What follows belongs to an exercise in optimizing a design on an open flow for small area and few clock cycles; a production flow would make more cautious choices. Only simulation tests tie the RTL to the original design; equivalence was not proved.

## job 8183
## cv32e41s_incore
module cv32e41s_incore 
#(
  parameter                             LIB                                     = 0,
  parameter logic RV32                                    = RV32I,
  parameter logic [1:0] B_EXT                                   = B_NONE,
  parameter logic [1:0] M_EXT                                   = M,
  parameter bit                         DEBUG                                   = 1,
  parameter logic [31:0]                DM_REGION_START                         = 32'hF0000000,
  parameter logic [31:0]                DM_REGION_END                           = 32'hF0003FFF,
  parameter int                         DBG_NUM_TRIGGERS                        = 1,
  parameter int                         PMA_NUM_REGIONS                         = 0,
  parameter logic [PMA_NUM_REGIONS*68-1:0]                   PMA_CFG            = '0,
  parameter bit                         CLIC                                    = 0,
  parameter int unsigned                CLIC_ID_WIDTH                           = 5,
  parameter int unsigned                CLIC_INTTHRESHBITS                      = 8,
  parameter int unsigned                PMP_GRANULARITY                         = 0,
  parameter int                         PMP_NUM_REGIONS                         = 0,
  parameter logic [PMP_NUM_REGIONS*8-1:0]                   PMP_PMPNCFG_RV     = '0,
  parameter logic [PMP_NUM_REGIONS*32-1:0]                PMP_PMPADDR_RV     = '0,
  parameter mseccfg_t                   PMP_MSECCFG_RV                          = MSECCFG_DEFAULT,
  parameter lfsr_cfg_t                  LFSR0_CFG                               = LFSR_CFG_DEFAULT,  
  parameter lfsr_cfg_t                  LFSR1_CFG                               = LFSR_CFG_DEFAULT,  
  parameter lfsr_cfg_t                  LFSR2_CFG                               = LFSR_CFG_DEFAULT,   
  parameter int                         XPMP_ENABLE       = 1,
  parameter logic XPMP_PMR_ENABLE   = PMR_NONE,
  parameter logic [1:0] XPMP_PMR_ENCODING = PMR_ENC_LIN,
  parameter logic XPMP_TRIE         = PMP_TRIE_NONE,
  parameter logic [1:0] XPMP_TRIE_CMP     = PMP_TRIE_NOTCPM
)
(
  input  logic                          clk_i,
  input  logic                          rst_ni,
  input  logic                          scan_cg_en_i,    
  input  logic [31:0]                   boot_addr_i,
  ...
clock: 20.0 ns
lec_check: 0
cap_margin: 35
core_margin: 2
core_utilization: 40
slew_margin: 35
run.sh (not shown) runs the stock make flow with config.mk's settings and CLKGATE_MAP_FILE= SYNTH_SCRIPT=/design/flow/synth_recipe.tcl, a recipe that flattens the netlist after the stock synthesis.
Job 8183 finished every stage and its layout cleared the timing, DRC and antenna checks.
Testbench counts of job 8183, summed over its fixed seeds: cycles 1,166,485.
Relative to job 8183, the following input files were edited for job 3050:
- CTS_CLUSTER_SIZE newly set to 30
- SLEW_MARGIN changed from 35 to 25
- CTS_BUF_LIST newly set to sky130_fd_sc_hd__clkbuf_4 sky130_fd_sc_hd__clkbuf_8
- CAP_MARGIN changed from 35 to 25
[summary]
Job 3050: flow completed, timing, DRC and antenna clean. Comparing job 3050 and job 8183, the higher clock skew was measured on job 3050. Wire length across job 3050 and job 8183: no real change. Count of cell types in the netlist: job 3050 vs job 8183 — no meaningful difference. Job 3050 against job 8183: multi-input combinational cell area now smaller, clock tree buffer count of the final layout moved up, first-pass GRT wire length higher, area growth from synthesis to final layout has decreased.

* * *

## job 670
Another version of the RTL of cv32e41s_incore (not shown whole).
For scale: ~16,000 cells after synthesis, roughly 750 I/O pins.
==> flow/config.mk <==
export PLATFORM = sky130hd
export DESIGN_NAME = cv32e41s_incore
export DESIGN_NICKNAME = cv32e41s_incore
export VERILOG_FILES = /design/flow/design.v
export SDC_FILE = /design/flow/constraint.sdc
export NUM_CORES = 8
export LEC_CHECK = 0
export ABC_AREA = 1
export CAP_MARGIN = 25
export CORE_MARGIN = 2
export CORE_UTILIZATION = 40
export SLEW_MARGIN = 25
==> flow/constraint.sdc <==
create_clock -name core_clock -period 20.0 [get_ports {clk_i}]
set_input_delay 4.0000 -clock core_clock [delete_from_list [all_inputs] [get_ports {clk_i}]]
set_output_delay 4.0000 -clock core_clock [all_outputs]
set_load 0.01 [all_outputs]
standard.sh (not shown) runs the stock make flow with config.mk's settings and CLKGATE_MAP_FILE= SYNTH_SCRIPT=/design/flow/synth_recipe.tcl, a recipe that flattens the netlist after the stock synthesis.
==> flow/flow/run.sh <==
#!/bin/bash
# Layout flow: the standard flow (standard synthesis, floorplan, placement, routing) with
# - an area-oriented ABC script (with a time-limited &deepsyn pass) for the combinational mapping in synthesis (abc_area.script
#   beside this file; the flip-flops are mapped as in the standard synthesis),
# - clock tree synthesis without dummy loads, with larger sink clusters driven by
#   clkbuf_4/8/16 cells (fewer clock buffers),
# - the buffers placed on the ports made of the smallest buffer cell.
# Full tool output goes to flow_standard.log in the work folder (ORFS also keeps its
# per-step logs under orfs/logs/).
set -euo pipefail
rm -rf orfs_scripts
cp -r "$FLOW_HOME/scripts" orfs_scripts
cp flow/abc_area.script orfs_scripts/abc_area.script
export SCRIPTS_DIR="$PWD/orfs_scripts"
export CTS_ARGS="-sink_clustering_enable -repair_clock_nets -dont_use_dummy_load -buf_list {sky130_fd_sc_hd__clkbuf_4 sky130_fd_sc_hd__clkbuf_8 sky130_fd_sc_hd__clkbuf_16} -sink_clustering_size 20 -sink_clustering_max_diameter 170"
export BUFFER_PORTS_ARGS="-buffer_cell sky130_fd_sc_hd__buf_1"
bash standard.sh finish > flow_standard.log 2>&1
==> flow/flow/abc_area.script <==
strash
&get -n
&fraig -x
&put
scorr
dc2
strash
balance
rewrite
refactor
balance
rewrite
rewrite -z
balance
refactor -z
rewrite -z
balance
dc2
strash
&get -n
&deepsyn -T 180
&put
strash
dch -f
amap
topo
stime -c
buffer -c
upsize -c
dnsize -c
Testbench counts of job 670, summed over its fixed seeds: cycles 1,166,485.
The following lists how job 7290 was set up differently from job 670:
-- flow/flow/abc_area.script --
<<< job 670, line 21
&deepsyn -T 180
>>> job 7290, line 21
&deepsyn -T 1200
## What came out
Changes observed in job 7290 relative to job 670: placement row count now sits lower; number of cells on the worst reg-to-reg path went up. Run comparison: job 670 cell with the largest stage delay on the worst path a31oi_1; job 7290 cell with the largest stage delay on the worst path a31oi_4. Cmp job 7290 vs job 670: worst hold slack lower in job 7290. Looking at clock period minus worst slack, job 7290 sits 0.62 ns higher than job 670 does. Between job 7290 and job 670, the routed wire length does not differ in any meaningful way.

[afterwards: timing with drivers on the ports]
The results above use ideal ports. As a check the final layouts listed here were re-extracted and re-timed, cells and wires unchanged. Step 1 assumes that a clkbuf_16 drives the clock port and a buf_2 every other input. Step 2 times the ports against the registers' clock, not the clock port: input delays grow and output delays shrink by t, the midpoint of the rising clock arrivals with the driver on. Slacks: ideal ports / drivers / drivers and shift; pairs: ideal ports / drivers.
| run | shift t [ns] | setup slack, ns | clock arrival spread, ns | worst slew at a driven data input, ns | pins driven straight from the clock port |
|---|---|---|---|---|---|
| job 8183 | 1.079 | 3.598 / 3.464 / 3.935 | 0.107 / 0.107 | 0.23 | 1 |
| job 3050 | 1.353 | 3.193 / 3.061 / 3.844 | 0.145 / 0.145 | 0.25 | 1 |
| job 670 | 1.015 | 1.172 / 1.055 / 2.070 | 0.154 / 0.154 | 0.12 | 1 |
| job 7290 | 1.022 | 0.550 / 0.455 / 1.476 | 0.185 / 0.185 | 0.16 | 1 |
After both steps setup and hold are still met in every run listed.
